What follows belongs to an exercise in optimizing a design on an open flow for a short achievable clock period and few clock cycles; a production flow would make more cautious choices.
Function was checked by simulation only, so behaviour that the tests miss may differ from the original.
No activity file was given, so power comes from the tool's default toggle rates.

`run.sh`:
```
#!/bin/bash
# synth_recipe.tcl (not shown) runs the flow's synth.tcl, then flattens the netlist and writes it again
# the make line also repeats each setting of config.mk as NAME=value (left out here)
make -C /OpenROAD-flow-scripts/flow DESIGN_CONFIG=/design/flow/config.mk WORK_HOME=/design/flow/orfs CLKGATE_MAP_FILE= SYNTH_SCRIPT=/design/flow/synth_recipe.tcl finish
```
`config.mk`:
```
export PLATFORM = sky130hd
export DESIGN_NAME = maze
export DESIGN_NICKNAME = maze
export VERILOG_FILES = /design/flow/design.v
export SDC_FILE = /design/flow/constraint.sdc
export NUM_CORES = 4
export LEC_CHECK = 0
export ABC_CLOCK_PERIOD_IN_PS = 2000
export CAP_MARGIN = 20
export CELL_PAD_IN_SITES_DETAIL_PLACEMENT = 1
export CORE_MARGIN = 2
export CORE_UTILIZATION = 40
export PLACE_DENSITY = 0.5
export SETUP_SLACK_MARGIN = 3.4
export SLEW_MARGIN = 20
```
`constraint.sdc`:
```
create_clock -name core_clock -period 5.5 [get_ports {clk}]
set_input_delay 1.1000 -clock core_clock [delete_from_list [all_inputs] [get_ports {clk}]]
set_output_delay 1.1000 -clock core_clock [all_outputs]
set_load 0.01 [all_outputs]
```
`design.v`:
```
`timescale 1ns / 1ps
module maze(
    input clk,
    input rst,
    input [5:0] starting_col, starting_row,
    input maze_in,
    output reg [5:0] row, col,
    output reg maze_oe,
    output reg maze_we,
    output reg done
);
localparam UP = 2'd0, RIGHT = 2'd1, DOWN = 2'd2, LEFT = 2'd3;
localparam MF = 0, MR = 1, MB = 2, ML = 3;
localparam RB = 4;             
localparam RD_R   = 0;  
localparam RD_F   = 1;  
localparam WAIT_R = 2;  
localparam RD_F2  = 3;  
localparam WAIT_F = 4;  
localparam RD_L   = 5;  
localparam WAIT_L = 6;  
localparam GO_R   = 7;  
localparam SPEC   = 8;  
localparam NPH    = 9;
localparam QN = 8;             
localparam SD = 512;           
localparam SW = 10;            
localparam SCAP = SD + 2;      
reg [NPH-1:0] ph;
reg fin;
reg [1:0] d;
reg [5:0] xm2, xm1, x0, xp1, xp2, ym2, ym1, y0, yp1, yp2;
function [5:0] XO; input integer j; begin
    case (j) 0: XO = xm2; 1: XO = xm1; 2: XO = x0; 3: XO = xp1; default: XO = xp2; endcase
end endfunction
function [5:0] YO; input integer j; begin
    case (j) 0: YO = ym2; 1: YO = ym1; 2: YO = y0; 3: YO = yp1; default: YO = yp2; endcase
end endfunction
reg        eg [0:3];
reg        et;               
reg [5:0] qx [0:QN-1];
reg [5:0] qy [0:QN-1];
reg [2:0] qh;
reg [QN-1:0] qt;             
reg [3:0] qc;
reg qempty, qfull;
reg [1:0] p0, p1;
reg tv0, tv1;
reg [SW-1:0] sc;
reg [1:0] sr [0:SD-1];
reg sp_push, sp_pop, sp_push2;
reg [1:0] sp_a, sp_b;
reg [1:0] l2;
always @(*) begin
    if (sp_push || sp_push2) l2 = sp_a;
    else if (sp_pop) l2 = sr[1];
    else l2 = sr[0];
end
function integer ef; input integer k; begin
    case (k & 3) 0: ef = 1; 2: ef = -1; default: ef = 0; endcase
end endfunction
function integer es; input integer k; begin
    case (k & 3) 1: es = 1; 3: es = -1; default: es = 0; endcase
end endfunction
function [11:0] fc; input integer f; input integer s; reg [5:0] cx, cy; begin
    case (d)
        UP:    begin cx = XO(2 + s); cy = YO(2 - f); end
        RIGHT: begin cx = XO(2 + f); cy = YO(2 + s); end
        DOWN:  begin cx = XO(2 - s); cy = YO(2 + f); end
        default: begin cx = XO(2 - f); cy = YO(2 - s); end
    endcase
    fc = {cy, cx};
end endfunction
wire [4:0] bxo, byo;
genvar gj;
generate for (gj = 0; gj < 5; gj = gj + 1) begin : g_b
    assign bxo[gj] = (XO(gj) == 6'd0) || (XO(gj) == 6'd63);
    assign byo[gj] = (YO(gj) == 6'd0) || (YO(gj) == 6'd63);
end endgenerate
function bfc; input integer f; input integer s; begin
    case (d)
        UP:    bfc = bxo[2 + s] || byo[2 - f];
        RIGHT: bfc = bxo[2 + f] || byo[2 + s];
        DOWN:  bfc = bxo[2 - s] || byo[2 + f];
        default: bfc = bxo[2 - f] || byo[2 - s];
    endcase
end endfunction
reg        c_eg [0:4][0:3];
reg [11:0] c_pos [0:4];
reg        c_et [0:4];
reg [1:0]  c_d [0:4];
reg signed [2:0] c_dx [0:4], c_dy [0:4];
integer m, k, bf, bs, af, as_;
always @(*) begin
    for (m = 0; m < 5; m = m + 1) begin
        if (m < 4) begin
            bf = ef(m); bs = es(m);
            af = m; as_ = m + 1;
        end else begin
            bf = -1; bs = 1;
            af = 1; as_ = 2;
        end
        c_pos[m] = fc(bf, bs);
        case (d)
            UP:    begin c_dx[m] = bs;  c_dy[m] = -bf; end
            RIGHT: begin c_dx[m] = bf;  c_dy[m] = bs;  end
            DOWN:  begin c_dx[m] = -bs; c_dy[m] = bf;  end
            default: begin c_dx[m] = -bf; c_dy[m] = -bs; end
        endcase
        c_d[m] = d + af[1:0];
        c_et[m] = bfc(bf + (-1) * ef(af) + 1 * ef(as_), bs + (-1) * es(af) + 1 * es(as_));
        for (k = 0; k < 4; k = k + 1) begin
            c_eg[m][k] = bfc(bf + ef(k) * ef(af) + es(k) * ef(as_),
                             bs + ef(k) * es(af) + es(k) * es(as_));
        end
    end
end
reg [3:0] par, gor;
wire [11:0] head = {qy[qh], qx[qh]};
wire [4:0] pm_fin, pm_gor, pm_rd, pm_back;
genvar gm;
generate for (gm = 0; gm < 4; gm = gm + 1) begin : g_pm
    assign pm_fin[gm] = eg[gm];
    assign pm_gor[gm] = !eg[gm] && par[gm] && gor[gm];
    assign pm_rd[gm]  = !eg[gm] && !(par[gm] && gor[gm]);
    assign pm_back[gm] = par[gm];
end endgenerate
assign pm_fin[4] = et;
assign pm_gor[4] = 1'b0;
assign pm_rd[4] = !et;
assign pm_back[4] = 1'b0;
wire a_wr = qfull || (par[MF] && gor[MF]);
wire a_mv = !a_wr && par[MF];
wire a_rd = !a_wr && !par[MF];
reg [4:0]  o_sel  [0:1];    
reg        o_mv   [0:1];
reg        o_push [0:1];
reg        o_pop  [0:1];
reg        o_back [0:1];
reg [NPH-1:0] o_ph [0:1];
reg        o_fin  [0:1];
reg        o_oe   [0:1];
reg        o_done [0:1];
reg        o_rdf  [0:1], o_rdl [0:1], o_wr [0:1];
integer o;
reg o1, o0, s_rdr;
reg [4:0] rdm;
always @(*) begin
    for (o = 0; o < 2; o = o + 1) begin
        o1 = (o == 1); o0 = (o == 0);
        s_rdr = ph[RD_R] || (ph[SPEC] && o1);
        o_sel[o][MF] = !fin && ((s_rdr && a_mv) || (ph[WAIT_R] && o1 && par[MF]) || (ph[WAIT_F] && o0));
        o_sel[o][MR] = !fin && ((ph[RD_F] && o0) || (ph[WAIT_R] && o0) || ph[GO_R]);
        o_sel[o][MB] = !fin && (ph[WAIT_L] && o1);
        o_sel[o][ML] = !fin && ((ph[WAIT_F] && o1 && par[ML]) || (ph[WAIT_L] && o0));
        o_sel[o][RB] = !fin && (ph[SPEC] && o0);
        o_mv[o] = |o_sel[o];
        rdm = o_sel[o] & pm_rd;
        o_rdf[o] = !fin && ((s_rdr && a_rd) || (ph[WAIT_R] && o1 && !par[MF]));
        o_rdl[o] = !fin && (ph[WAIT_F] && o1 && !par[ML]);
        o_wr[o] = fin || (!fin && ((s_rdr && a_wr) || (ph[RD_F] && o1) || ph[RD_F2] || ph[RD_L]))
                  || |(o_sel[o] & pm_gor);
        o_fin[o] = fin || |(o_sel[o] & pm_fin);
        o_back[o] = |(o_sel[o] & pm_back);
        o_push[o] = (o_mv[o] && !o_back[o]);
        o_pop[o] = o_wr[o] && !qempty;
        o_oe[o] = o_rdf[o] || o_rdl[o] || |rdm;
        o_done[o] = done || (fin && qc == 4'd1);
        o_ph[o] = 0;
        o_ph[o][WAIT_R] = !fin && s_rdr && a_wr;
        o_ph[o][RD_F]   = !fin && s_rdr && a_rd;
        o_ph[o][RD_F2]  = !fin && ph[WAIT_R] && o1 && !par[MF];
        o_ph[o][WAIT_F] = !fin && ((ph[RD_F] && o1) || ph[RD_F2]);
        o_ph[o][RD_L]   = o_rdl[o];
        o_ph[o][WAIT_L] = !fin && ph[RD_L];
        o_ph[o][GO_R]   = |(o_sel[o] & pm_gor);
        o_ph[o][SPEC]   = s_rdr && rdm[MF];
        o_ph[o][RD_R]   = |(rdm & ~(s_rdr ? 5'b00001 : 5'b00000));
    end
end
reg [11:0] n_addr [0:1];
reg [11:0] n_pos  [0:1];
reg [5:0]  n_xo   [0:1][0:4];
reg [5:0]  n_yo   [0:1][0:4];
wire [5:0] xo_m3 = XO(0) - 6'd1, xo_p3 = XO(4) + 6'd1;
wire [5:0] yo_m3 = YO(0) - 6'd1, yo_p3 = YO(4) + 6'd1;
reg xinc, xdec, yinc, ydec;
integer j;
reg [1:0]  n_d    [0:1];
wire [11:0] a_f = fc(1, 0), a_l = fc(0, -1), a_rb = fc(-2, 1);
wire [11:0] a_dg [0:3];
assign a_dg[0] = fc(1, 1);
assign a_dg[1] = fc(-1, 1);
assign a_dg[2] = fc(-1, -1);
assign a_dg[3] = fc(1, -1);
reg        n_eg   [0:1][0:3];
reg        n_et   [0:1];
reg [3:0]  n_qc   [0:1];
reg [SW-1:0] n_sc [0:1];
reg [1:0]  n_p0 [0:1], n_p1 [0:1];
reg        n_tv0 [0:1], n_tv1 [0:1];
reg [3:0]  n_par [0:1], n_gor [0:1];
reg [1:0]  n_spa [0:1];
wire [3:0] qc_inc = qc + 4'd1, qc_dec = qc - 4'd1;
wire [SW-1:0] sc_inc  = (sc == SCAP) ? sc : sc + 1'b1;
wire [SW-1:0] sc_inc2 = (sc >= SCAP - 1) ? SCAP : sc + 2'd2;
wire [SW-1:0] sc_dec  = sc - 1'b1;
wire sc_ge3 = (sc >= 3);
wire [1:0] l2r = l2 - d;
integer mm;
always @(*) begin
    for (o = 0; o < 2; o = o + 1) begin
        n_addr[o] = 12'd0;
        if (o_wr[o]) n_addr[o] = n_addr[o] | head;
        if (o_rdf[o]) n_addr[o] = n_addr[o] | a_f;
        if (o_rdl[o]) n_addr[o] = n_addr[o] | a_l;
        for (mm = 0; mm < 4; mm = mm + 1)
            if (o_sel[o][mm] && pm_rd[mm]) n_addr[o] = n_addr[o] | a_dg[mm];
        if (o_sel[o][RB] && pm_rd[RB]) n_addr[o] = n_addr[o] | a_rb;
        n_pos[o] = 12'd0; n_d[o] = 2'd0; n_et[o] = 1'b0;
        xinc = 1'b0; xdec = 1'b0; yinc = 1'b0; ydec = 1'b0;
        for (k = 0; k < 4; k = k + 1) begin
            n_eg[o][k] = o_mv[o] ? 1'b0 : eg[k];
        end
        if (!o_mv[o]) begin n_d[o] = d; n_et[o] = et; end
        for (mm = 0; mm < 5; mm = mm + 1) begin
            if (o_sel[o][mm]) begin
                n_pos[o] = n_pos[o] | c_pos[mm];
                n_d[o] = n_d[o] | c_d[mm];
                n_et[o] = n_et[o] | c_et[mm];
                xinc = xinc | (c_dx[mm] == 3'sd1);
                xdec = xdec | (c_dx[mm] == -3'sd1);
                yinc = yinc | (c_dy[mm] == 3'sd1);
                ydec = ydec | (c_dy[mm] == -3'sd1);
                for (k = 0; k < 4; k = k + 1) begin
                    n_eg[o][k] = n_eg[o][k] | c_eg[mm][k];
                end
            end
        end
        for (j = 0; j < 5; j = j + 1) begin
            n_xo[o][j] = xinc ? ((j == 4) ? xo_p3 : XO(j + 1)) : xdec ? ((j == 0) ? xo_m3 : XO(j - 1)) : XO(j);
            n_yo[o][j] = yinc ? ((j == 4) ? yo_p3 : YO(j + 1)) : ydec ? ((j == 0) ? yo_m3 : YO(j - 1)) : YO(j);
        end
        n_qc[o] = (o_push[o] && !o_pop[o]) ? qc_inc : (!o_push[o] && o_pop[o]) ? qc_dec : qc;
        n_sc[o] = sc; n_p0[o] = p0; n_p1[o] = p1; n_tv0[o] = tv0; n_tv1[o] = tv1;
        n_spa[o] = p1 + d;
        if (o_sel[o][RB]) begin
            n_sc[o] = sc_inc2; n_p0[o] = 2'd2; n_p1[o] = 2'd3; n_tv0[o] = 1'b1; n_tv1[o] = 1'b1;
            n_spa[o] = p0 + d;
        end else if (o_mv[o] && o_back[o]) begin
            n_sc[o] = sc_dec; n_tv0[o] = tv1; n_tv1[o] = sc_ge3;
            n_p0[o] = 2'd0; n_p1[o] = 2'd0;
            for (mm = 0; mm < 4; mm = mm + 1)
                if (o_sel[o][mm]) begin
                    n_p0[o] = n_p0[o] | (p1 - mm[1:0]);
                    n_p1[o] = n_p1[o] | (l2r - mm[1:0]);
                end
        end else if (o_mv[o]) begin
            n_sc[o] = sc_inc; n_p0[o] = 2'd2; n_tv0[o] = 1'b1; n_tv1[o] = tv0;
            n_p1[o] = 2'd0;
            for (mm = 0; mm < 4; mm = mm + 1)
                if (o_sel[o][mm]) n_p1[o] = n_p1[o] | (p0 - mm[1:0]);
        end
        n_par[o] = {n_tv0[o] && (n_p0[o] == 2'd3), n_tv0[o] && (n_p0[o] == 2'd2),
                    n_tv0[o] && (n_p0[o] == 2'd1), n_tv0[o] && (n_p0[o] == 2'd0)};
        n_gor[o] = {n_tv1[o] && (n_p1[o] == 2'd0), n_tv1[o] && (n_p1[o] == 2'd3),
                    n_tv1[o] && (n_p1[o] == 2'd2), n_tv1[o] && (n_p1[o] == 2'd1)};
    end
end
wire mi = maze_in;
wire mv = o_mv[mi];
wire push = o_push[mi];
wire pop = o_pop[mi];
wire [11:0] newpos = n_pos[mi];
integer i;
function [11:0] sfc; input integer f; input integer s; reg [5:0] cx, cy; begin
    cx = starting_col + s; cy = starting_row - f;
    sfc = {cy, cx};
end endfunction
function sbfc; input integer f; input integer s; reg [5:0] cx, cy; begin
    cx = starting_col + s; cy = starting_row - f;
    sbfc = (cx == 6'd0) || (cx == 6'd63) || (cy == 6'd0) || (cy == 6'd63);
end endfunction
always @(posedge clk) begin
    if (rst) begin
        ph <= 1 << RD_R;
        fin <= 1'b0;
        xm2 <= starting_col - 6'd2; xm1 <= starting_col - 6'd1; x0 <= starting_col;
        xp1 <= starting_col + 6'd1; xp2 <= starting_col + 6'd2;
        ym2 <= starting_row - 6'd2; ym1 <= starting_row - 6'd1; y0 <= starting_row;
        yp1 <= starting_row + 6'd1; yp2 <= starting_row + 6'd2;
        d <= UP;
        for (k = 0; k < 4; k = k + 1) begin
            eg[k] <= sbfc(ef(k), es(k));
        end
        et <= sbfc(-1, 1);
        qc <= 4'd1;
        qempty <= 1'b0;
        qfull <= 1'b0;
        qh <= 3'd0;
        qt <= 2;
        qx[0] <= starting_col;
        qy[0] <= starting_row;
        row <= starting_row;
        col <= starting_col + 6'd1;
        maze_oe <= 1'b1;
        maze_we <= 1'b0;
        done <= 1'b0;
        sc <= 0;
        tv0 <= 1'b0;
        tv1 <= 1'b0;
        par <= 4'd0;
        gor <= 4'd0;
        sp_push <= 1'b0;
        sp_pop <= 1'b0;
        sp_push2 <= 1'b0;
    end else begin
        ph <= o_ph[mi];
        fin <= o_fin[mi];
        d <= n_d[mi];
        xm2 <= n_xo[mi][0]; xm1 <= n_xo[mi][1]; x0 <= n_xo[mi][2]; xp1 <= n_xo[mi][3]; xp2 <= n_xo[mi][4];
        ym2 <= n_yo[mi][0]; ym1 <= n_yo[mi][1]; y0 <= n_yo[mi][2]; yp1 <= n_yo[mi][3]; yp2 <= n_yo[mi][4];
        for (k = 0; k < 4; k = k + 1) begin
            eg[k] <= n_eg[mi][k];
        end
        et <= n_et[mi];
        for (i = 0; i < QN; i = i + 1) begin
            if (push && qt[i]) begin
                qx[i] <= newpos[5:0];
                qy[i] <= newpos[11:6];
            end
        end
        if (push) qt <= {qt[QN-2:0], qt[QN-1]};
        if (pop) qh <= qh + 3'd1;
        qc <= n_qc[mi];
        qempty <= (n_qc[mi] == 4'd0);
        qfull <= (n_qc[mi] == QN);
        row <= n_addr[mi][11:6];
        col <= n_addr[mi][5:0];
        maze_oe <= o_oe[mi];
        maze_we <= pop;
        done <= o_done[mi];
        sc <= n_sc[mi];
        p0 <= n_p0[mi];
        p1 <= n_p1[mi];
        tv0 <= n_tv0[mi];
        tv1 <= n_tv1[mi];
        par <= n_par[mi];
        gor <= n_gor[mi];
        sp_push2 <= o_sel[mi][RB];
        sp_push <= mv && !o_sel[mi][RB] && !o_back[mi];
        sp_pop <= o_back[mi];
        sp_a <= n_spa[mi];
        sp_b <= p1 + d;
    end
end
always @(posedge clk) begin
    if (sp_push2) begin
        sr[0] <= sp_a;
        sr[1] <= sp_b;
        for (i = 2; i < SD; i = i + 1) sr[i] <= sr[i-2];
    end else if (sp_push) begin
        sr[0] <= sp_a;
        for (i = 1; i < SD; i = i + 1) sr[i] <= sr[i-1];
    end else if (sp_pop) begin
        for (i = 0; i < SD - 1; i = i + 1) sr[i] <= sr[i+1];
    end
end
endmodule
```
==> run notes, run 1 <==
The post-synthesis async set-or-reset flop share was 0%; the total negative setup slack was 0 ps. The initial utilization of the core area, before any placement, comes to 40.2%. The tools report the maximum VDD drop as 0.000257 V. The tools report the hold-fix buffer count after cts as 0. The floorplan die area was 175000 um2; the worst hold margin was 544 ps. The first detailed-routing pass took 7 iterations. When the netlist entered floorplanning its net count stood at 6538. Summing every instance area after synthesis gives 68800 um2. The worst register-to-register path ends at row[4]. Max-cap violations in this run came to 0. The flop and latch count out of synthesis was 1260.

By startpoint and endpoint, the worst setup path is classified as flip-flop to flip-flop. For the row count, the log shows 152. Pin placement for this block handled 30 I/O pins.

The most critical setup path has its startpoint at d[1]. The logs give 0 for the DRC violation count after routing and 0 for the number of endpoints failing setup at the final stage. The final critical path takes up 53.1% of the cycle. The detailed router placed 54100 vias in this run. Along the worst hold path, the cell count comes to 2. The post-route netlist has 20.1% of its cells at a drive strength greater than 1. CTS built an H-tree with a depth of 4. Summing all flip-flop and latch instances after layout gives 37200 um2. The synthesis warning total is 39, and the maximum fanout along the worst path is 26. Derived from the worst setup path, the maximum achievable clock frequency is 342 MHz.

For the pin with the worst max-slew slack, the measured transition is 932 ps. At the worst endpoint, the required time is 6150 ps. TritonCTS built the clock tree. The core region is 171000 um2.

The flow ran to the end and the layout has no timing, DRC or antenna violations. For the overflow left after global routing, the log shows 0. The tree is rooted in a sky130_fd_sc_hd__clkbuf_16. The worst register-to-register path has a depth of 10. The cell count after synthesis is 6472. The area growth from synthesis to layout is 23.3%. The overall die width was 419 um; the worst slew slack as a fraction of its limit was 37.7%. In the synthesized netlist the dominant register cell turns out to be sky130_fd_sc_hd__edfxtp_1. The clock passes through at most 3 buffers. In the final design database the tool counted 6733 nets. Buffers placed on the I/O ports in this run total 29.

Setup repair after global routing could not meet its margin everywhere. For the finished layout, the period the worst path requires is 2920 ps. The distinct cell type count of the synthesized netlist is 96.

The slowest stage of the critical path is the sky130_fd_sc_hd__a22oi_1 cell. The cell that appears most often on the critical path is sky130_fd_sc_hd__buf_6. The count of nets left with antenna violations once routing finished came out at 0.

The tools report the total power as 27400 uW. On the final layout, the worst clock skew is 77.7 ps. The library cell used most frequently in the layout, excluding fill and tap cells, is sky130_fd_sc_hd__nand2_1.

The global placer's final weighted congestion is 0.880. Sequential cells were found to cover 53.9% of the synthesized design area. The layout filler cell count came out at 17800. The vias per cell was 5.94.

Total instance count after detailed placement: 8334. In this run the mean area of a mapped cell was 10.6 um2. Data on the critical path arrives at its endpoint at 3570 ps. The detailed router's first-iteration violation count is 4782. The tools report the number of buffers added by the clock tree synthesis step as 150.

The final-report hold violation count was 0. The min-delay analysis places its worst path in the category flip-flop to flip-flop. The worst setup path is captured at a flip-flop. The leakage power summed over all cells was 0.0263 uW; the number of global-route vias before repair was 54300. Entering global routing, the biggest net connects 137 pins. The initial antenna violation count was 7; the wire length per cell after detailed routing was 22.7 um.

The final-report max-slew violation count came out at 0. Detailed placement finished with a half-perimeter wire length of 101 mm. The worst setup path is launched from a flip-flop. In the final layout, the multi-input gates occupy 33000 um2. Excluding fillers, the count of instances in the completed layout stands at 9102. In this run the worst setup path terminates at row[4]. The floorplan step set the die height to 419 um.

In this run the most critical hold path is launched from sc[8]. The clock net in this run drives a total of 1260 sinks. For this design the ratio of total power to cell area is 323 nW/um2.

The run gives 2580 ps as the slack of the worst reg-to-reg path. The signal on the critical path passes through buf_6 -> ha_4 -> buf_12 -> buf_6 -> a22oi_1 -> a211oi_1 -> a21oi_1 -> o2111ai_1 -> a221oi_2 -> o31ai_2. The run gives 49.5% as the final cell utilization of the core.

In the global route stage, overall resource usage came out at 21.9%. At the later pin of the worst-skew pair, clock insertion delay measures 860 ps. In the layout the commonest cells are 1202 x sky130_fd_sc_hd__nand2_1, 1184 x sky130_fd_sc_hd__edfxtp_1, 1095 x sky130_fd_sc_hd__o21ai_0. The total wire length is 207 mm. The first-pass GRT wire length was 312 mm; the number of enable flip-flop cells after synthesis was 1184. Clock-pin slew was measured on the worst setup and hold paths at 60 ps. The worst register-to-register path begins at d[1]. In this design, the stage delay of the slowest critical-path cell is 730 ps.
## worst min-delay path by stage
stage / to / slack [ps]
after floorplan: qt[0] / 460
after global placement: qt[2] / 500
after detailed placement: qt[1] / 510
after CTS: done / 540
after global routing: done / 570
final: sc[8] / 540
## worst max-delay path, delay by kind of cell, from the launching register on
kind | cells | cell delay (ps)
flip-flops | 1 | 360
AO/OA/AOI/OAI | 6 | 1710
adder cells (fa/ha/maj) | 1 | 180
buffers and inverters | 3 | 470
## cell usage after synthesis (15+ instances only)
cell | count | area (um2)
sky130_fd_sc_hd__a22oi_1 | 83 | 623
sky130_fd_sc_hd__inv_1 | 48 | 180
sky130_fd_sc_hd__nor4_1 | 16 | 100
sky130_fd_sc_hd__buf_1 | 26 | 97.6
sky130_fd_sc_hd__nand2_1 | 1254 | 4710
sky130_fd_sc_hd__mux2_2 | 23 | 259
sky130_fd_sc_hd__a221o_1 | 49 | 490
sky130_fd_sc_hd__a22o_1 | 22 | 193
sky130_fd_sc_hd__buf_2 | 28 | 140
sky130_fd_sc_hd__a221oi_1 | 70 | 613
sky130_fd_sc_hd__a222oi_1 | 18 | 180
sky130_fd_sc_hd__mux2i_1 | 1055 | 10600
sky130_fd_sc_hd__nand3_1 | 75 | 375
sky130_fd_sc_hd__or3_1 | 17 | 106
sky130_fd_sc_hd__edfxtp_1 | 1184 | 35600
sky130_fd_sc_hd__a211oi_1 | 21 | 158
sky130_fd_sc_hd__and3_1 | 24 | 150
sky130_fd_sc_hd__nor3_1 | 40 | 200
sky130_fd_sc_hd__dfxtp_1 | 76 | 1520
sky130_fd_sc_hd__ha_1 | 51 | 638
sky130_fd_sc_hd__o21ai_0 | 1167 | 5840
sky130_fd_sc_hd__and2_1 | 15 | 93.8
sky130_fd_sc_hd__nor2_1 | 125 | 469
sky130_fd_sc_hd__nand4_1 | 26 | 163
sky130_fd_sc_hd__o31ai_1 | 16 | 120
sky130_fd_sc_hd__xor2_1 | 21 | 184
sky130_fd_sc_hd__xnor2_1 | 39 | 342
sky130_fd_sc_hd__a31oi_1 | 15 | 93.8
sky130_fd_sc_hd__clkbuf_1 | 492 | 1850
sky130_fd_sc_hd__a21oi_1 | 119 | 596
sky130_fd_sc_hd__o221ai_1 | 20 | 175
## flip-flops by register name, summed over array words and instances (netlist names), 2 cells and up, named ones only
name,flops
col,6
d,2
eg,4
gor,4
p0,2
p1,2
par,4
ph,9
qc,4
qh,3
qt,8
qx,48
qy,48
row,6
sc,10
sp_a,2
sp_b,2
sr,1024
## stage by stage
step / area [um2] / worst slack, ps
2_1_floorplan: 69100 / -3090
3_3_place_gp: 70800 / 1790
3_5_place_dp: 70800 / 1720
4_1_cts: 82500 / 2810
5_1_grt: 84800 / 2610
6_report: 84900 / 2580
## report_power, final
group	internal [uW]	switching (uW)	leakage, uW	total [uW]
clock	5600	4110	0.00228	9720
combinational	2390	3060	0.0123	5450
sequential	11600	701	0.0117	12300
total	19600	7870	0.0263	27400
## layer usage
metal  vias up  track usage, %  share of wire, %
met2      1821            33.3                45
met5         -               0             0.029
met4         8            10.0               4.8
met1     26900            29.9                44
li1      24600               -                 -
met3       708            4.55               6.6
## kinds of logic (layout without fill, tap and decap cells)
logic type,count (synthesis),in the layout,share of synthesized area (%)
AO/OA/AOI/OAI,1757,1763,15.2
AND/OR/NAND/NOR,1662,1674,10.1
flip-flops,1260,1260,53.9
multiplexers,1081,1081,15.8
buffers and inverters,601,898,3.38
XOR/XNOR,60,60,0.764
adder cells (fa/ha/maj),51,51,0.927
other,0,5,0
## final cells by class
type / instances / area share (%)
flip-flops and latches: 1260 / 43.8
multi-input cells: 4629 / 38.8
repair buffers: 576 / 8.14
clock buffers: 203 / 4.80
well taps: 2310 / 3.41
clock inverters: 69 / 0.711
inverters: 50 / 0.264
diodes: 5 / 0.0147
## repair_timing
item | in CTS | in global routing
resized for setup | 854 | 310
setup endpoints to repair | 2377 | 803
gates cloned | 56 | 8
setup buffers | 324 | 103
pin swaps | 191 | 221
Testbench counts, summed over its fixed seeds: cycles 225,904.
==> run 2: changes to the inputs <==
--- a/design.v
+++ b/design.v
@@ -30,4 +30,5 @@
 reg fin;
 reg [1:0] d;
+reg [3:0] dh;                 
 reg [5:0] xm2, xm1, x0, xp1, xp2, ym2, ym1, y0, yp1, yp2;
 function [5:0] XO; input integer j; begin
@@ -43,5 +44,8 @@
 reg [2:0] qh;
 reg [QN-1:0] qt;             
-reg [3:0] qc;
+reg [3:0] qc;                
+reg qpend;
+reg [3:0] pc;                
+reg qpe;                     
 reg qempty, qfull;
 reg [1:0] p0, p1;
@@ -64,9 +68,9 @@
 end endfunction
 function [11:0] fc; input integer f; input integer s; reg [5:0] cx, cy; begin
-    case (d)
-        UP:    begin cx = XO(2 + s); cy = YO(2 - f); end
-        RIGHT: begin cx = XO(2 + f); cy = YO(2 + s); end
-        DOWN:  begin cx = XO(2 - s); cy = YO(2 + f); end
-        default: begin cx = XO(2 - f); cy = YO(2 - s); end
+    case (1'b1)
+        dh[UP]:    begin cx = XO(2 + s); cy = YO(2 - f); end
+        dh[RIGHT]: begin cx = XO(2 + f); cy = YO(2 + s); end
+        dh[DOWN]:  begin cx = XO(2 - s); cy = YO(2 + f); end
+        default:   begin cx = XO(2 - f); cy = YO(2 - s); end
     endcase
     fc = {cy, cx};
@@ -79,10 +83,6 @@
 end endgenerate
 function bfc; input integer f; input integer s; begin
-    case (d)
-        UP:    bfc = bxo[2 + s] || byo[2 - f];
-        RIGHT: bfc = bxo[2 + f] || byo[2 + s];
-        DOWN:  bfc = bxo[2 - s] || byo[2 + f];
-        default: bfc = bxo[2 - f] || byo[2 - s];
-    endcase
+    bfc = (dh[UP] && (bxo[2 + s] || byo[2 - f])) || (dh[RIGHT] && (bxo[2 + f] || byo[2 + s])) ||
+          (dh[DOWN] && (bxo[2 - s] || byo[2 + f])) || (dh[LEFT] && (bxo[2 - f] || byo[2 - s]));
 end endfunction
 reg        c_eg [0:4][0:3];
@@ -102,10 +102,6 @@
         end
         c_pos[m] = fc(bf, bs);
-        case (d)
-            UP:    begin c_dx[m] = bs;  c_dy[m] = -bf; end
-            RIGHT: begin c_dx[m] = bf;  c_dy[m] = bs;  end
-            DOWN:  begin c_dx[m] = -bs; c_dy[m] = bf;  end
-            default: begin c_dx[m] = -bf; c_dy[m] = -bs; end
-        endcase
+        c_dx[m] = ({3{dh[UP]}} & bs) | ({3{dh[RIGHT]}} & bf) | ({3{dh[DOWN]}} & -bs) | ({3{dh[LEFT]}} & -bf);
+        c_dy[m] = ({3{dh[UP]}} & -bf) | ({3{dh[RIGHT]}} & bs) | ({3{dh[DOWN]}} & bf) | ({3{dh[LEFT]}} & -bs);
         c_d[m] = d + af[1:0];
         c_et[m] = bfc(bf + (-1) * ef(af) + 1 * ef(as_), bs + (-1) * es(af) + 1 * es(as_));
@@ -117,5 +113,5 @@
 end
 reg [3:0] par, gor;
-wire [11:0] head = {qy[qh], qx[qh]};
+wire [11:0] head = qpe ? {y0, x0} : {qy[qh], qx[qh]};
 wire [4:0] pm_fin, pm_gor, pm_rd, pm_back;
 genvar gm;
@@ -150,14 +146,14 @@
         o1 = (o == 1); o0 = (o == 0);
         s_rdr = ph[RD_R] || (ph[SPEC] && o1);
-        o_sel[o][MF] = !fin && ((s_rdr && a_mv) || (ph[WAIT_R] && o1 && par[MF]) || (ph[WAIT_F] && o0));
-        o_sel[o][MR] = !fin && ((ph[RD_F] && o0) || (ph[WAIT_R] && o0) || ph[GO_R]);
-        o_sel[o][MB] = !fin && (ph[WAIT_L] && o1);
-        o_sel[o][ML] = !fin && ((ph[WAIT_F] && o1 && par[ML]) || (ph[WAIT_L] && o0));
-        o_sel[o][RB] = !fin && (ph[SPEC] && o0);
+        o_sel[o][MF] = ((s_rdr && a_mv) || (ph[WAIT_R] && o1 && par[MF]) || (ph[WAIT_F] && o0));
+        o_sel[o][MR] = ((ph[RD_F] && o0) || (ph[WAIT_R] && o0) || ph[GO_R]);
+        o_sel[o][MB] = (ph[WAIT_L] && o1);
+        o_sel[o][ML] = ((ph[WAIT_F] && o1 && par[ML]) || (ph[WAIT_L] && o0));
+        o_sel[o][RB] = (ph[SPEC] && o0);
         o_mv[o] = |o_sel[o];
         rdm = o_sel[o] & pm_rd;
-        o_rdf[o] = !fin && ((s_rdr && a_rd) || (ph[WAIT_R] && o1 && !par[MF]));
-        o_rdl[o] = !fin && (ph[WAIT_F] && o1 && !par[ML]);
-        o_wr[o] = fin || (!fin && ((s_rdr && a_wr) || (ph[RD_F] && o1) || ph[RD_F2] || ph[RD_L]))
+        o_rdf[o] = ((s_rdr && a_rd) || (ph[WAIT_R] && o1 && !par[MF]));
+        o_rdl[o] = (ph[WAIT_F] && o1 && !par[ML]);
+        o_wr[o] = fin || (((s_rdr && a_wr) || (ph[RD_F] && o1) || ph[RD_F2] || ph[RD_L]))
                   || |(o_sel[o] & pm_gor);
         o_fin[o] = fin || |(o_sel[o] & pm_fin);
@@ -168,10 +164,10 @@
         o_done[o] = done || (fin && qc == 4'd1);
         o_ph[o] = 0;
-        o_ph[o][WAIT_R] = !fin && s_rdr && a_wr;
-        o_ph[o][RD_F]   = !fin && s_rdr && a_rd;
-        o_ph[o][RD_F2]  = !fin && ph[WAIT_R] && o1 && !par[MF];
-        o_ph[o][WAIT_F] = !fin && ((ph[RD_F] && o1) || ph[RD_F2]);
+        o_ph[o][WAIT_R] = s_rdr && a_wr;
+        o_ph[o][RD_F]   = s_rdr && a_rd;
+        o_ph[o][RD_F2]  = ph[WAIT_R] && o1 && !par[MF];
+        o_ph[o][WAIT_F] = ((ph[RD_F] && o1) || ph[RD_F2]);
         o_ph[o][RD_L]   = o_rdl[o];
-        o_ph[o][WAIT_L] = !fin && ph[RD_L];
+        o_ph[o][WAIT_L] = ph[RD_L];
         o_ph[o][GO_R]   = |(o_sel[o] & pm_gor);
         o_ph[o][SPEC]   = s_rdr && rdm[MF];
@@ -180,5 +176,4 @@
 end
 reg [11:0] n_addr [0:1];
-reg [11:0] n_pos  [0:1];
 reg [5:0]  n_xo   [0:1][0:4];
 reg [5:0]  n_yo   [0:1][0:4];
@@ -197,4 +192,6 @@
 reg        n_et   [0:1];
 reg [3:0]  n_qc   [0:1];
+reg        n_qe   [0:1], n_qf [0:1];
+wire qc_is1 = (qc == 4'd1), qc_is7 = (qc == QN - 1);
 reg [SW-1:0] n_sc [0:1];
 reg [1:0]  n_p0 [0:1], n_p1 [0:1];
@@ -218,5 +215,5 @@
             if (o_sel[o][mm] && pm_rd[mm]) n_addr[o] = n_addr[o] | a_dg[mm];
         if (o_sel[o][RB] && pm_rd[RB]) n_addr[o] = n_addr[o] | a_rb;
-        n_pos[o] = 12'd0; n_d[o] = 2'd0; n_et[o] = 1'b0;
+        n_d[o] = 2'd0; n_et[o] = 1'b0;
         xinc = 1'b0; xdec = 1'b0; yinc = 1'b0; ydec = 1'b0;
         for (k = 0; k < 4; k = k + 1) begin
@@ -226,5 +223,4 @@
         for (mm = 0; mm < 5; mm = mm + 1) begin
             if (o_sel[o][mm]) begin
-                n_pos[o] = n_pos[o] | c_pos[mm];
                 n_d[o] = n_d[o] | c_d[mm];
                 n_et[o] = n_et[o] | c_et[mm];
@@ -243,4 +239,6 @@
         end
         n_qc[o] = (o_push[o] && !o_pop[o]) ? qc_inc : (!o_push[o] && o_pop[o]) ? qc_dec : qc;
+        n_qe[o] = (o_push[o] && !o_pop[o]) ? 1'b0 : (!o_push[o] && o_pop[o]) ? qc_is1 : qempty;
+        n_qf[o] = (o_push[o] && !o_pop[o]) ? qc_is7 : (!o_push[o] && o_pop[o]) ? 1'b0 : qfull;
         n_sc[o] = sc; n_p0[o] = p0; n_p1[o] = p1; n_tv0[o] = tv0; n_tv1[o] = tv1;
         n_spa[o] = p1 + d;
@@ -271,6 +269,7 @@
 wire mv = o_mv[mi];
 wire push = o_push[mi];
+wire ppush = qpend && !(pop && qpe);
+wire ppop = pop && !qpe;
 wire pop = o_pop[mi];
-wire [11:0] newpos = n_pos[mi];
 integer i;
 function [11:0] sfc; input integer f; input integer s; reg [5:0] cx, cy; begin
@@ -291,4 +290,5 @@
         yp1 <= starting_row + 6'd1; yp2 <= starting_row + 6'd2;
         d <= UP;
+        dh <= 4'b0001;
         for (k = 0; k < 4; k = k + 1) begin
             eg[k] <= sbfc(ef(k), es(k));
@@ -300,4 +300,7 @@
         qh <= 3'd0;
         qt <= 2;
+        qpend <= 1'b0;
+        pc <= 4'd1;
+        qpe <= 1'b0;
         qx[0] <= starting_col;
         qy[0] <= starting_row;
@@ -319,4 +322,5 @@
         fin <= o_fin[mi];
         d <= n_d[mi];
+        dh <= 4'b0001 << n_d[mi];
         xm2 <= n_xo[mi][0]; xm1 <= n_xo[mi][1]; x0 <= n_xo[mi][2]; xp1 <= n_xo[mi][3]; xp2 <= n_xo[mi][4];
         ym2 <= n_yo[mi][0]; ym1 <= n_yo[mi][1]; y0 <= n_yo[mi][2]; yp1 <= n_yo[mi][3]; yp2 <= n_yo[mi][4];
@@ -326,14 +330,17 @@
         et <= n_et[mi];
         for (i = 0; i < QN; i = i + 1) begin
-            if (push && qt[i]) begin
-                qx[i] <= newpos[5:0];
-                qy[i] <= newpos[11:6];
+            if (ppush && qt[i]) begin
+                qx[i] <= x0;
+                qy[i] <= y0;
             end
         end
-        if (push) qt <= {qt[QN-2:0], qt[QN-1]};
-        if (pop) qh <= qh + 3'd1;
+        if (ppush) qt <= {qt[QN-2:0], qt[QN-1]};
+        if (ppop) qh <= qh + 3'd1;
+        qpend <= push;
+        pc <= (ppush && !ppop) ? pc + 4'd1 : (!ppush && ppop) ? pc - 4'd1 : pc;
+        qpe <= (ppush && !ppop) ? 1'b0 : (!ppush && ppop) ? (pc == 4'd1) : qpe;
         qc <= n_qc[mi];
-        qempty <= (n_qc[mi] == 4'd0);
-        qfull <= (n_qc[mi] == QN);
+        qempty <= n_qe[mi];
+        qfull <= n_qf[mi];
         row <= n_addr[mi][11:6];
         col <= n_addr[mi][5:0];
==> run 2 against run 1 <==
  * Global-route usage shrank 0.64 points
  * Largest cell class unchanged
  * First-iteration DRC count decreased by 5.9%
  * Critical path depth is the same
  * Still clean on timing, DRC and antenna
  * Routed wire length fell by 5.2%
  * Final cell count decreased by 3.8%
  * Clock power is 2% higher
  * Count of clock-buffer cells in the layout rose by 2
  * Synthesized area is 1.3% lower
  * Register-to-register slack better by 230 ps
  * Die area is 1.3% lower
  * Sequential share of layout area is 2.1 points higher
==> run notes, run 2 <==
The flow ran to the end and the layout has no timing, DRC or antenna violations. The class of the most critical hold timing path was flip-flop to flip-flop. The logs give 0 for the final-report max-slew violation count and 497 ps for the worst hold margin. Number of flip-flops in the largest register: 1024. STA classifies the critical path startpoint as a flip-flop. The leakage power summed over all cells was 0.0259 uW; the flop and latch count out of synthesis was 1270. Routability-driven placement finished with a final weighted congestion of 0.935.

Dividing the detail-routed wire length by the instance count gives 22.4 um. Synthesis instantiated 99 different standard cells from the library. The floorplan has 151 rows. Summing the areas of all xor and xnor instances in the mapped netlist gives 0.823% of the synthesized area. The most repeated cell in the gate-level netlist after synthesis is sky130_fd_sc_hd__nand2_1. Global routing used 21.2% of the available tracks across all layers. For this design the ratio of total power to cell area is 327 nW/um2. Arrival time of data at the critical path endpoint: 3370 ps.

Before antenna repair, the detailed router went through 7 iterations. The cell count after synthesis came out at 6279. Synthesis produced a netlist with a net count of 6345. The longest clock path from root to sink contains 3 buffers. Setup repair after global routing could not meet its margin everywhere. The post-synthesis simple-gate area fraction came out at 9.56%. For the number of buffers added by the clock tree synthesis step, the log shows 153.

The number of max-cap violations was 0. In the synthesized netlist, the cells that appear most often are 1198 x sky130_fd_sc_hd__nand2_1, 1186 x sky130_fd_sc_hd__edfxtp_1, 1159 x sky130_fd_sc_hd__o21ai_0, 1069 x sky130_fd_sc_hd__mux2i_1, 437 x sky130_fd_sc_hd__clkbuf_1. The overall die width works out to 416 um. Compared with the post-synthesis result, the final layout area differs by 20.0%. The tools report the count of vias placed by the detailed router as 51700. In this run the worst setup path begins at par[0]. Sorting the synthesized cells by area gives the leading types as sky130_fd_sc_hd__edfxtp_1 52%, sky130_fd_sc_hd__mux2i_1 16%, sky130_fd_sc_hd__o21ai_0 8.5%. The worst register-to-register path begins at par[0]. The combinational family with the most area after synthesis is multiplexers. In the final layout, the registers with the most flip-flops are sr: 1024 flops, qx: 48 flops, qy: 48 flops.

Leaving out fill and tap cells, the most frequent cell in the layout is sky130_fd_sc_hd__edfxtp_1. Multiplexer cells account for 16.1% of the synthesized area. Entering global routing, the biggest net connects 155 pins. The register name with the most flops is sr. Of the post-synthesis cell area, the dominant cell type holds 52.4%. For this run, the post-layout net count is 6485. The run gives 1270 as the clock net sink count.

Based on the critical path, the design can be clocked at up to 371 MHz. The number of input and output port buffers inserted is 29, and the synthesis warning total is 40. Cells fill 48.2% of the core in the end. The final critical delay including setup and external delays was 2690 ps; the synthesized-area fraction occupied by ao, oa, aoi and oai cells was 14.2%. For the I/O pin count, the log shows 30.

The transition time at the pin with the least slew margin is 1270 ps, and the HPWL after detailed placement is 99.1 mm. Setup violations remaining at the end of the flow were counted as 0. The total wire length came out at 196 mm. The logs give 0 for the DRC violation count after routing and 39.8 ps for the final clock skew. The adder-cell share of the synthesized area was 0.939%; the detailed router's first-iteration violation count was 4501. Measured along the y axis, the die boundary spans 416 um. Maximum fanout along the worst path: 7. The critical path data required time is 6180 ps. The most used flip-flop cell after synthesis is sky130_fd_sc_hd__edfxtp_1. TritonCTS built the clock tree.

After floorplanning, the core was sized to cover 169000 um2. The initial utilization of the core area, before any placement, comes to 40.2%. sky130_fd_sc_hd__edfxtp_1 takes more of the synthesized area than any other cell. The H-tree was split into 4 levels. The part of the cycle the worst path needs is 49.0%, and the part of the Yosys area used for sequential elements is 54.9%. The tools report the initial antenna violation count as 4. The layout filler cell count was 17700. The CTS root buffer is sky130_fd_sc_hd__clkbuf_16. The final antenna-violating net count was 0. The floorplan step defined a die boundary enclosing 173000 um2. The number of enable flip-flop cells after synthesis is 1186, and the insertion delay to the later sink of the worst-skew pair is 810 ps.

Dividing the detail-routed via count by the number of cells gives 5.90. The mean post-synth cell area is 10.8 um2. Ratio of cells with drive above 1 in the final layout: 16.7%.

The library cells used most frequently in the layout, excluding fill and tap cells, are 1186 x sky130_fd_sc_hd__edfxtp_1, 1172 x sky130_fd_sc_hd__nand2_1, 1109 x sky130_fd_sc_hd__o21ai_0. After global routing the overflow that remains totals 0. The first global-routing pass estimated 301 mm of wire. The worst hold path startpoint was done. Nature of the critical path endpoint: a flip-flop. The critical path in this run is classified as flip-flop to flip-flop.

The worst slew slack as a fraction of its limit was 14.2%; the post-synthesis async set-or-reset flop share was 0%. The tools report the maximum VDD drop as 0.000266 V. The post-synthesis cell area is 67900 um2. Clock-pin slew was measured on the worst setup and hold paths at 60 ps.

The logs give 52200 for the number of global-route vias before repair and 0 for the final-report hold violation count.
==> run 2: changes by cell type after synthesis, sizes merged, moves of 16 or more <==
cell,change
a21oi,-27
a22oi,-40
nand2,-56
a221oi,-37
mux2i,+16
clkbuf,-52
a222oi,+30
nand3,-26
inv,+40
==> run 2: final timing paths <==
check                           endpoint  slack, ps  cells past startpoint
worst min-delay path                done        500                      2
worst max register to register    gor[0]       2810                     10
worst max-delay path              gor[0]       2810                     10
worst min register to register      done        500                      2
==> run 2: report_power, final <==
group / total (uW) / switching (uW) / internal (uW)
Combinational: 4540 / 2580 / 1960
Sequential: 12200 / 681 / 11500
Clock: 9910 / 4190 / 5720
==> run 2: what timing repair did <==
| action | in CTS | in global routing |
|---|---|---|
| setup buffers | 245 | 91 |
| endpoints found under the hold margin | 0 | 0 |
| hold buffers | 0 | 0 |
| resized for setup | 612 | 210 |
| pin swaps | 149 | 115 |
| endpoints found under the setup margin | 2252 | 1582 |
| gates cloned | 49 | 16 |
==> run 2: worst max-delay path, cell delays in order (launching register included) <==
cell	delay [ps]
sky130_fd_sc_hd__dfxtp_4	440
sky130_fd_sc_hd__and4bb_4	320
sky130_fd_sc_hd__buf_4	140
sky130_fd_sc_hd__buf_6	100
sky130_fd_sc_hd__nor2_4	60
sky130_fd_sc_hd__o21ai_4	270
sky130_fd_sc_hd__buf_4	170
sky130_fd_sc_hd__mux2i_1	260
sky130_fd_sc_hd__mux2i_1	150
sky130_fd_sc_hd__a311o_1	400
sky130_fd_sc_hd__a32o_1	270
==> run 2: cell families after synthesis <==
group,count (synthesis)
AOI/OAI and AO/OA,1632
muxes,1087
xor gates and xnor gates,63
buffers and inverters,603
DFF,1270
and+or+nand+nor,1573
adders and majority gates,51
==> run 2: stage by stage <==
step           instance area [um2]  total power [uW]  std cells  setup TNS, ps  setup slack [ps]
3_3_place_gp                 69900             15600       8081              0              1730
6_report                     81500             26700       8760              0              2810
3_5_place_dp                 69900             15700       8081              0              1550
4_1_cts                      79500             26500       8650              0              2920
5_1_grt                      81500             27700       8757              0              2730
2_1_floorplan                68100             14700       6279       -3115190             -3050
==> run 2: final cells by class <==
| cell class | instances | area (um2) | area share [%] |
|---|---|---|---|
| antenna | 3 | 7.51 | 0.00921 |
| clock buffer | 205 | 4190 | 5.15 |
| clock inverter | 70 | 591 | 0.725 |
| inverter | 91 | 368 | 0.451 |
| multi-input combinational | 4428 | 30500 | 37.4 |
| sequential | 1270 | 37400 | 45.9 |
| tap | 2218 | 2780 | 3.41 |
| timing repair buffer | 475 | 5630 | 6.91 |
==> run 2: per-layer routing <==
metal	GRT usage [%]	vias up	part of all wire (%)
li1	-	23700	-
met1	29.1	26000	45
met2	33.0	1457	46
met3	4.19	507	5.3
met4	8.52	0	3.7
met5	0	-	0
Testbench counts of run 2, summed over its fixed seeds: cycles 225,904.
==> run 3: changes to the inputs <==
--- a/config.mk
+++ b/config.mk
@@ -10,6 +10,6 @@
 export CELL_PAD_IN_SITES_DETAIL_PLACEMENT = 1
 export CORE_MARGIN = 2
-export CORE_UTILIZATION = 40
-export PLACE_DENSITY = 0.5
+export CORE_UTILIZATION = 45
+export PLACE_DENSITY = 0.55
 export SETUP_SLACK_MARGIN = 3.4
 export SLEW_MARGIN = 20
==> run 3 against run 2 <==
  * Still clean
  * Cell area shrank 0.62%
  * Die area shrank 11%
  * Power rose by 0.37%
  * Non-clock buffer count shrank 17
  * Setup slack got worse by 160 ps
  * Largest cell class unchanged
==> run notes, run 3 <==
The final layout contains 6462 nets. The largest registers in the layout are sr: 1024 flops, qx: 48 flops, qy: 48 flops. The initial antenna violation count is 2, and the vias per cell is 6.11.

In this run the tightest slew margin relative to its limit is 22.1%. The first detailed-routing pass took 10 iterations. The switching power total was 7590 uW; the hold-fix buffer count after cts was 0. The insertion delay to the later sink of the worst-skew pair was 810 ps. For the DRC violation count after routing, the log shows 0. For the pin with the worst max-slew slack, the measured transition is 1160 ps. The most instantiated flip-flop cell in the synthesis netlist is sky130_fd_sc_hd__edfxtp_1. In this run, synthesis produced a sequential element count of 1270.

The maximum VDD drop is 0.000237 V, and the met1 track demand over resource in global routing is 32.5%. Leaving out filler cells and counting taps, the final layout contains 8527. TritonCTS created 150 clock buffers. For the final database, setup skew stands at 42.3 ps. The core region is 150000 um2. For the part of the Yosys area used for sequential elements, the log shows 54.9%.

The logs give 69500 um2 for the post-placement cell area and 1270 for the clock net sink count. Entering global routing, the biggest net connects 151 pins. Setup repair after global routing could not meet its margin everywhere. The layer with the highest usage after global routing is met2.

The number of flip-flops in the largest register works out to 1024. Summed over its instances, the top area cell type makes up 52.4% of the synthesized netlist area. For the final-report max-slew violation count, the log shows 0. The run gives 5349 as the detailed router's first-iteration violation count. The post-route netlist has 16.6% of its cells at a drive strength greater than 1. Synthesis produced a netlist with a net count of 6345. Among the stages of the critical path, the cell type that occurs most often is sky130_fd_sc_hd__buf_6.

The global routing met3 resource utilization was 4.91%. Counting instances in the post-synthesis netlist gives the leading cell types as 1198 x sky130_fd_sc_hd__nand2_1, 1186 x sky130_fd_sc_hd__edfxtp_1, 1159 x sky130_fd_sc_hd__o21ai_0, 1069 x sky130_fd_sc_hd__mux2i_1, 437 x sky130_fd_sc_hd__clkbuf_1. The logs give 26800 uW for the total power and 6279 for the cell count after synthesis. TritonCTS built the clock tree. Summing all non-filler instances in the final layout gives an area of 81000 um2. The run gives 52100 as the count of vias placed by the detailed router. The count of buffers added on input and output ports is 29.

After synthesis, the cell types taking the most area are sky130_fd_sc_hd__edfxtp_1 52%, sky130_fd_sc_hd__mux2i_1 16%, sky130_fd_sc_hd__o21ai_0 8.5%. Static timing analysis puts the maximum clock frequency at 350 MHz. The clock network is responsible for 36.6% of the overall power. The die is 393 um tall. Per report_power, the combinational group accounts for 17.8% of the total. Nature of the critical path endpoint: a flip-flop. The die covers 154000 um2. Along the worst path, the maximum fanout reaches 6. Walking the worst path, the cells encountered are buf_12 -> or3_4 -> a22oi_4 -> a21boi_4 -> buf_6 -> buf_6 -> buf_6 -> buf_6 -> mux2i_4 -> nor3_1 -> o21ai_2 -> a21oi_2.

Clock-pin slew was measured on the worst setup and hold paths at 80 ps. The number of global-route vias before repair is 52800, and the arrival time of data at the critical path endpoint is 3510 ps. On the critical path, the stage with the largest delay is an instance of sky130_fd_sc_hd__or3_4. The worst path uses 51.9% of the clock period. The multi-input combinational cells in the finished layout cover a total of 30700 um2. The critical path in this run is classified as flip-flop to flip-flop. For this run the aggregate overflow at the end of global routing stands at 0. The logs give 3 for the worst-case clock buffer depth and 95.4 mm for the HPWL after detailed placement.

The routed design could run at a clock period as short as 2860 ps. The critical path data required time is 6160 ps, and the total wire length is 197 mm. The internal portion of the total power is 19200 uW.

The number of enable flip-flop cells after synthesis is 1186. The first global-routing pass estimated 299 mm of wire. In the layout the commonest cells are 1186 x sky130_fd_sc_hd__edfxtp_1, 1177 x sky130_fd_sc_hd__nand2_1, 1102 x sky130_fd_sc_hd__o21ai_0.

The worst hold path belongs to the class flip-flop to flip-flop. The floorplan step set the die width to 393 um. The row count is 142, and the leakage power summed over all cells is 0.0256 uW. The run gives 0 as the number of max-cap violations. Once detail routing completed, the nets flagged for antenna violations numbered 0. The mean post-synth cell area was 10.8 um2.

The most common library cell in the layout ignoring fill and taps was sky130_fd_sc_hd__edfxtp_1. sr holds more flip-flops than any other register. The tools report the layout filler cell count as 15500. Setup violations remaining at the end of the flow were counted as 0. The H-tree was split into 4 levels. The global placer's final weighted congestion was 0.914; the overall track demand over capacity in global routing was 23.9%. For the met2 track demand over resource in global routing, the log shows 37.1%. The CTS root buffer is sky130_fd_sc_hd__clkbuf_16.

Power spread over the standard cell area amounts to 331 nW/um2. The wire length per cell after detailed routing is 23.1 um, and the relative contribution of sequential cells to total power is 45.6%. After synthesis, the netlist uses 99 different library cells.

The kind of launch point of the worst setup path is a flip-flop. The area taken by flip-flops and latches is 37400 um2, and the final-report hold violation count is 0. In this run switching power makes up 28.4% of total power. The tools report the total instance count after detailed placement as 7868.

The synthesized design spends more area on one cell type than any other, namely sky130_fd_sc_hd__edfxtp_1. sky130_fd_sc_hd__nand2_1 is the most common cell in the netlist. In this run the cell area of the synthesized design comes to 67900 um2. The logs give 30 for the I/O pin count and 40 for the synthesis warning total.

Once the floorplan was initialized, standard cells occupied 45.4% of the core. In this design, the stage delay of the slowest critical-path cell is 440 ps. The area added between synthesis and finish works out to 19.2%. The post-synthesis async set-or-reset flop share was 0%. The flow ran to the end and the layout has no timing, DRC or antenna violations.
==> run 3: cell counts after synthesis <==
Identical to the previous run, type by type.
==> run 3: final cells by class <==
cell class                      instances  share of cell area [%]
Sequential cell                      1270                    46.2
Multi-Input combinational cell       4424                    37.9
Timing Repair Buffer                  458                    6.53
Clock buffer                          201                    5.09
Tap cell                             2016                    3.12
Clock inverter                         65                   0.709
Inverter                               91                   0.470
Timing Repair inverter                  1                 0.00927
Antenna cell                            1                 0.00309
==> run 3: worst paths after layout <==
check / start / to / slack, ps / depth (start not counted)
setup / recovery: ph[7] / sc[6] / 2640 / 12
hold / removal: ph[5] / ph[6] / 480 / 1
hold reg to reg: ph[5] / ph[6] / 480 / 1
setup reg to reg: ph[7] / sc[6] / 2640 / 12
==> run 3: routing by layer <==
metal,part of all wire [%],wire length [um],vias up
met5,0,0,-
met4,4.6,9090,0
met3,6.7,13200,722
met2,45,89400,1907
met1,43,85300,25900
li1,-,-,23600
==> run 3: kinds of logic after synthesis <==
group | after synthesis | share of synthesized area [%]
AO/OA/AOI/OAI | 1632 | 14.2
flip-flops | 1270 | 54.9
XOR/XNOR | 63 | 0.823
buffers and inverters | 603 | 3.49
adder cells (fa/ha/maj) | 51 | 0.939
AND/OR/NAND/NOR | 1573 | 9.56
multiplexers | 1087 | 16.1
==> run 3: power by group through the flow <==
| stage | clock [uW] | sequential, uW | combinational [uW] |
|---|---|---|---|
| CTS | 10000 | 12200 | 4210 |
| detailed placement | 0 | 12400 | 3240 |
| global route | 10400 | 12300 | 5080 |
| global placement | 0 | 12400 | 3130 |
| finish | 9800 | 12200 | 4770 |
| floorplan | 0 | 12200 | 2490 |
==> run 3: critical path: cells and delay by family, from the launching register on <==
family | cells | cell delay (ps)
AOI/OAI and AO/OA | 4 | 950
muxes | 1 | 240
DFF | 1 | 360
and+or+nand+nor | 2 | 550
buffers and inverters | 5 | 610
==> run 3: through the flow <==
step	setup TNS (ps)	worst slack [ps]	util (%)	hold slack [ps]
floorplan	-3115190	-3050	-	430
global placement	0	1770	46.4	447
detailed placement	0	1690	46.4	452
CTS	0	2860	53.1	459
global route	0	2630	54.1	485
finish	0	2640	54.1	476
==> run 3: what timing repair did <==
action / CTS / global route
gates cloned: 41 / 11
pin swaps: 182 / 147
setup endpoints to repair: 2330 / 1304
buffers inserted: 275 / 65
resized for setup: 675 / 178
==> run 4: changes to the inputs <==
--- a/config.mk
+++ b/config.mk
@@ -12,4 +12,5 @@
 export CORE_UTILIZATION = 45
 export PLACE_DENSITY = 0.55
-export SETUP_SLACK_MARGIN = 3.4
+export SETUP_SLACK_MARGIN = 3.0
 export SLEW_MARGIN = 20
+export TNS_END_PERCENT = 30
==> run 4 against run 3 <==
  * Still clean
  * First-iteration DRC count fell by 21%
  * Utilization fell by 1.9 points
  * Die area did not move
  * Synthesized cell count did not move
  * Combinational power fell by 12%
  * Setup slack improved by 46 ps
  * Fmax rose by 1.6%
  * Power fell by 3.3%
  * Flip-flop and latch count did not move
  * Clock skew fell by 9.1 ps
  * Clock power fell by 3.3%
  * Cell area fell by 3.5%
==> run notes, run 4 <==
Leaving out fill and tap cells, the most frequent cells in the layout are 1190 x sky130_fd_sc_hd__nand2_1, 1186 x sky130_fd_sc_hd__edfxtp_1, 1143 x sky130_fd_sc_hd__o21ai_0. Cell internal power was estimated by the tool at 18800 uW. The detail route stage leaves a number of antenna-violating nets equal to 0.

The tools report the distinct cell type count of the synthesized netlist as 99. Setup violations remaining at the end of the flow were counted as 0. The logs give 0 for the final-report max-slew violation count and 29600 um2 for the total area of multi-input combinational cells.

The length of routed met2 wiring was 80.0 mm; the die outline height was 393 um. The overall track demand over capacity in global routing is 21.3%, and the final clock skew is 33.2 ps. The run gives 77.2 mm as the sum of routed wire segments on met1.

The mean post-synth cell area is 10.8 um2, and the number of global-route vias before repair is 49700. The synthesis warning total was 40. At the pin with the least slew margin, the transition time is 1210 ps. The cell count after synthesis was 6279; the ratio of cells with drive above 1 in the final layout was 12.4%. Detailed router's first-iteration violation count: 4226. Max-cap violations in this run came to 0. The area growth from synthesis to layout is 15.1%. The most common library cell in the layout ignoring fill and taps was sky130_fd_sc_hd__nand2_1. The worst hold path belongs to the class flip-flop to flip-flop.

The top cell type by total area after synthesis is sky130_fd_sc_hd__edfxtp_1. For this run, asynchronously set or reset flops after synthesis account for 0%. Setup repair after global routing could not meet its margin everywhere.

In the detailed route, the total length drawn on met3 is 9.55 mm. Ranked by instance count, the synthesized netlist is headed by 1198 x sky130_fd_sc_hd__nand2_1, 1186 x sky130_fd_sc_hd__edfxtp_1, 1159 x sky130_fd_sc_hd__o21ai_0, 1069 x sky130_fd_sc_hd__mux2i_1, 437 x sky130_fd_sc_hd__clkbuf_1. The largest registers in the layout are sr: 1024 flops, qx: 48 flops, qy: 48 flops. Synthesis produced a netlist with a net count of 6345. In the post-synthesis netlist, the biggest area contributors are sky130_fd_sc_hd__edfxtp_1 52%, sky130_fd_sc_hd__mux2i_1 16%, sky130_fd_sc_hd__o21ai_0 8.5%. For the layout filler cell count, the log shows 15700. Count of vias placed by the detailed router: 49600.

Data on the critical path arrives at its endpoint at 3330 ps. The area taken by flip-flops and latches is 37400 um2, and the setup slack at placement is 1690 ps. The region available for standard cell placement spans 150000 um2. For this configuration, the core starts out at a cell density of 45.4%.

CTS root buffer: sky130_fd_sc_hd__clkbuf_16. The tools report the DRC violation count after routing as 0. The routed design has 172 mm of wire. The repair_antennas step left the layout with diodes totalling 0. At the later pin of the worst-skew pair, clock insertion delay measures 780 ps. For the post-synthesis cell area, the log shows 67900 um2. Wire length per cell after detailed routing: 20.4 um. Sequential elements use 54.9% of the synthesized area.

The combinational share of power came out at 16.2%. The worst slew slack as a fraction of its limit was 19.0%; the number of levels in the clock H-tree was 4. For the worst setup path, the data required time is 6020 ps.

The number of hold buffers added after CTS was 0. The switching fraction of total power works out to 27.5%. The most instantiated flip-flop cell in the synthesis netlist is sky130_fd_sc_hd__edfxtp_1.

The leakage power summed over all cells was 0.0246 uW. The clock net in this run drives a total of 1270 sinks. The worst path meets setup with 2690 ps of slack. The clock passes through at most 3 buffers. The number of input and output port buffers inserted works out to 29. The number of enable flip-flop cells after synthesis was 1186. The uppermost signal routing layer after detailed routing was met5. Dividing the detail-routed via count by the number of cells gives 5.89. In this run the power spent charging and discharging nets is 7110 uW.

Most repeated cell in the gate-level netlist after synthesis: sky130_fd_sc_hd__nand2_1. TritonCTS built the clock tree. The run finished with no timing, DRC or antenna violations. The die covers 154000 um2. Cells fill 52.2% of the core in the end.

Part of the cycle the worst path needs: 51.1%. The share of total power dissipated in the clock network is 36.6%. Kind of launch point of the worst setup path: a flip-flop. Overflow left after global routing: 0. The register with the most flip-flops in the layout has 1024 of them. Row generation in the floorplan step produced 142 rows. The worst-case IR drop observed on VDD is 0.000308 V. The worst setup path is captured at a flip-flop.

The register name with the most flops was sr. After legalization and detailed placement, the total HPWL measured 95.1 mm. The maximum number of pins on one net before global-route repair is 259, and the global placer's final weighted congestion is 0.904.

In this run, synthesis produced a sequential element count of 1270. The total power density per cell area was 331 nW/um2. The area fraction of the dominant cell type after synthesis was 52.4%. The start-to-end type of the worst setup path was flip-flop to flip-flop. After the last flow step, the layout net total stands at 6352. Initial antenna violation count: 1. The number of search-and-repair iterations in the first detailed-routing pass is 9, and the final critical delay including setup and external delays is 2810 ps.

From left edge to right edge, the die measures 393 um. The relative contribution of sequential cells to total power was 47.2%; the maximum fanout along the worst path was 8. The first global-routing pass estimated 271 mm of wire. In this run, CTS created clock tree buffers numbering 149.

The final-report hold violation count is 0, and the I/O pin count is 30. Clock-pin slew was measured on the worst setup and hold paths at 60 ps. For this run, the top clock speed supported by timing is 356 MHz.
[run 4: changes by cell type in the layout (fill, tap and decap cells not counted), moves of 12 or more]
cell and change:
sky130_fd_sc_hd__dlymetal6s2s_1 +15, sky130_fd_sc_hd__o21ai_0 +41, sky130_fd_sc_hd__nor2_1 +14, sky130_fd_sc_hd__o21ai_2 -13, sky130_fd_sc_hd__buf_6 -76, sky130_fd_sc_hd__nand2_1 +13, sky130_fd_sc_hd__a221oi_1 +12, sky130_fd_sc_hd__buf_16 -23
sky130_fd_sc_hd__o21ai_1 -24, sky130_fd_sc_hd__a21oi_1 +15
[run 4: cells by family after synthesis]
logic type | count (synthesis) | synth area share, %
compound gates | 1632 | 14.2
xor+xnor | 63 | 0.823
buf+inv | 603 | 3.49
flops | 1270 | 54.9
mux | 1087 | 16.1
fa+ha+maj | 51 | 0.939
simple gates | 1573 | 9.56
[run 4: critical path, cell delays in order, from the launching register on]
cell and delay [ps]:
sky130_fd_sc_hd__dfxtp_4 370, sky130_fd_sc_hd__buf_4 140, sky130_fd_sc_hd__nor2_2 230, sky130_fd_sc_hd__a21oi_4 130, sky130_fd_sc_hd__buf_4 180, sky130_fd_sc_hd__o31ai_4 500
sky130_fd_sc_hd__nor2b_4 110, sky130_fd_sc_hd__mux2i_4 240, sky130_fd_sc_hd__nor2_4 130, sky130_fd_sc_hd__clkbuf_16 220, sky130_fd_sc_hd__a221o_1 290
[run 4: path summary, 6_finish.rpt]
kind | start | end | slack [ps] | cells past startpoint
max | gor[0] | flip-flop | 2690 | 10
min | qt[2] | qt[3] | 490 | 2
max reg2reg | gor[0] | flip-flop | 2690 | 10
min reg2reg | qt[2] | qt[3] | 490 | 2
[run 4: stage by stage]
stage	total power (uW)	instances	instance area, um2	setup TNS [ps]	hold WS, ps
finish	25900	8415	78200	0	491
global route	26900	8415	78200	0	522
CTS	25700	8267	76300	0	468
detailed placement	15700	7880	69500	0	452
global placement	15600	7880	69500	0	444
floorplan	14700	6279	68000	-3115190	430
[run 4: layer usage]
layer  global-route usage (%)  up-vias
met3                     4.16      414
met2                     33.9     1280
met5                        0        -
met4                     7.09        2
li1                         -    23300
met1                     29.2    24500
[run 4: final cells by class]
class / instances / area share (%)
Sequential cell: 1270 / 47.8
Multi-Input combinational cell: 4414 / 37.9
Clock buffer: 199 / 5.29
Timing Repair Buffer: 360 / 4.74
Tap cell: 2016 / 3.23
Clock inverter: 65 / 0.584
Inverter: 91 / 0.445
[run 4: what timing repair did]
action / 4_1_cts / 5_1_grt
gates resized for setup: 251 / 177
setup buffers: 112 / 138
setup endpoints to repair: 2136 / 924
pin swaps: 63 / 72
gates cloned: 11 / 10
[run 4: power by group through the flow]
| stage | registers [uW] | clock network (uW) | logic (uW) |
|---|---|---|---|
| final | 12200 | 9480 | 4190 |
| after global routing | 12300 | 10100 | 4520 |
| after floorplan | 12200 | 0 | 2470 |
| after global placement | 12400 | 0 | 3100 |
| after detailed placement | 12500 | 0 | 3220 |
| after CTS | 12200 | 9740 | 3680 |

-- separate check: timing with driven ports --
In the flow no input, the clock included, has a driving cell. The finished layouts below were timed again as built, in two steps.
Step 1 sets driving cells, clkbuf_16 on the clock port and buf_2 on the other inputs (assumed; they add their load-dependent delay and slew).
Step 2 also shifts input and output timing later by t, the mid clock arrival at the registers, as if the neighbouring blocks saw the same clock.
Three values: ideal, step 1, step 2; two values: the first two.
run	t (ns)	setup WS [ns]	latest minus earliest clock arrival (ns)
run 1	0.891	2.580 / 2.580 / 2.247	0.085 / 0.085
run 2	0.873	2.807 / 2.807 / 2.175	0.043 / 0.044
run 3	0.865	2.645 / 2.645 / 1.950	0.056 / 0.057
run 4	0.841	2.690 / 2.690 / 1.983	0.037 / 0.037
After both steps every run listed still meets setup and hold. The setup slack of run 4, which loses most, moves by 0.000 ns with the drivers and by -0.707 ns with both steps.
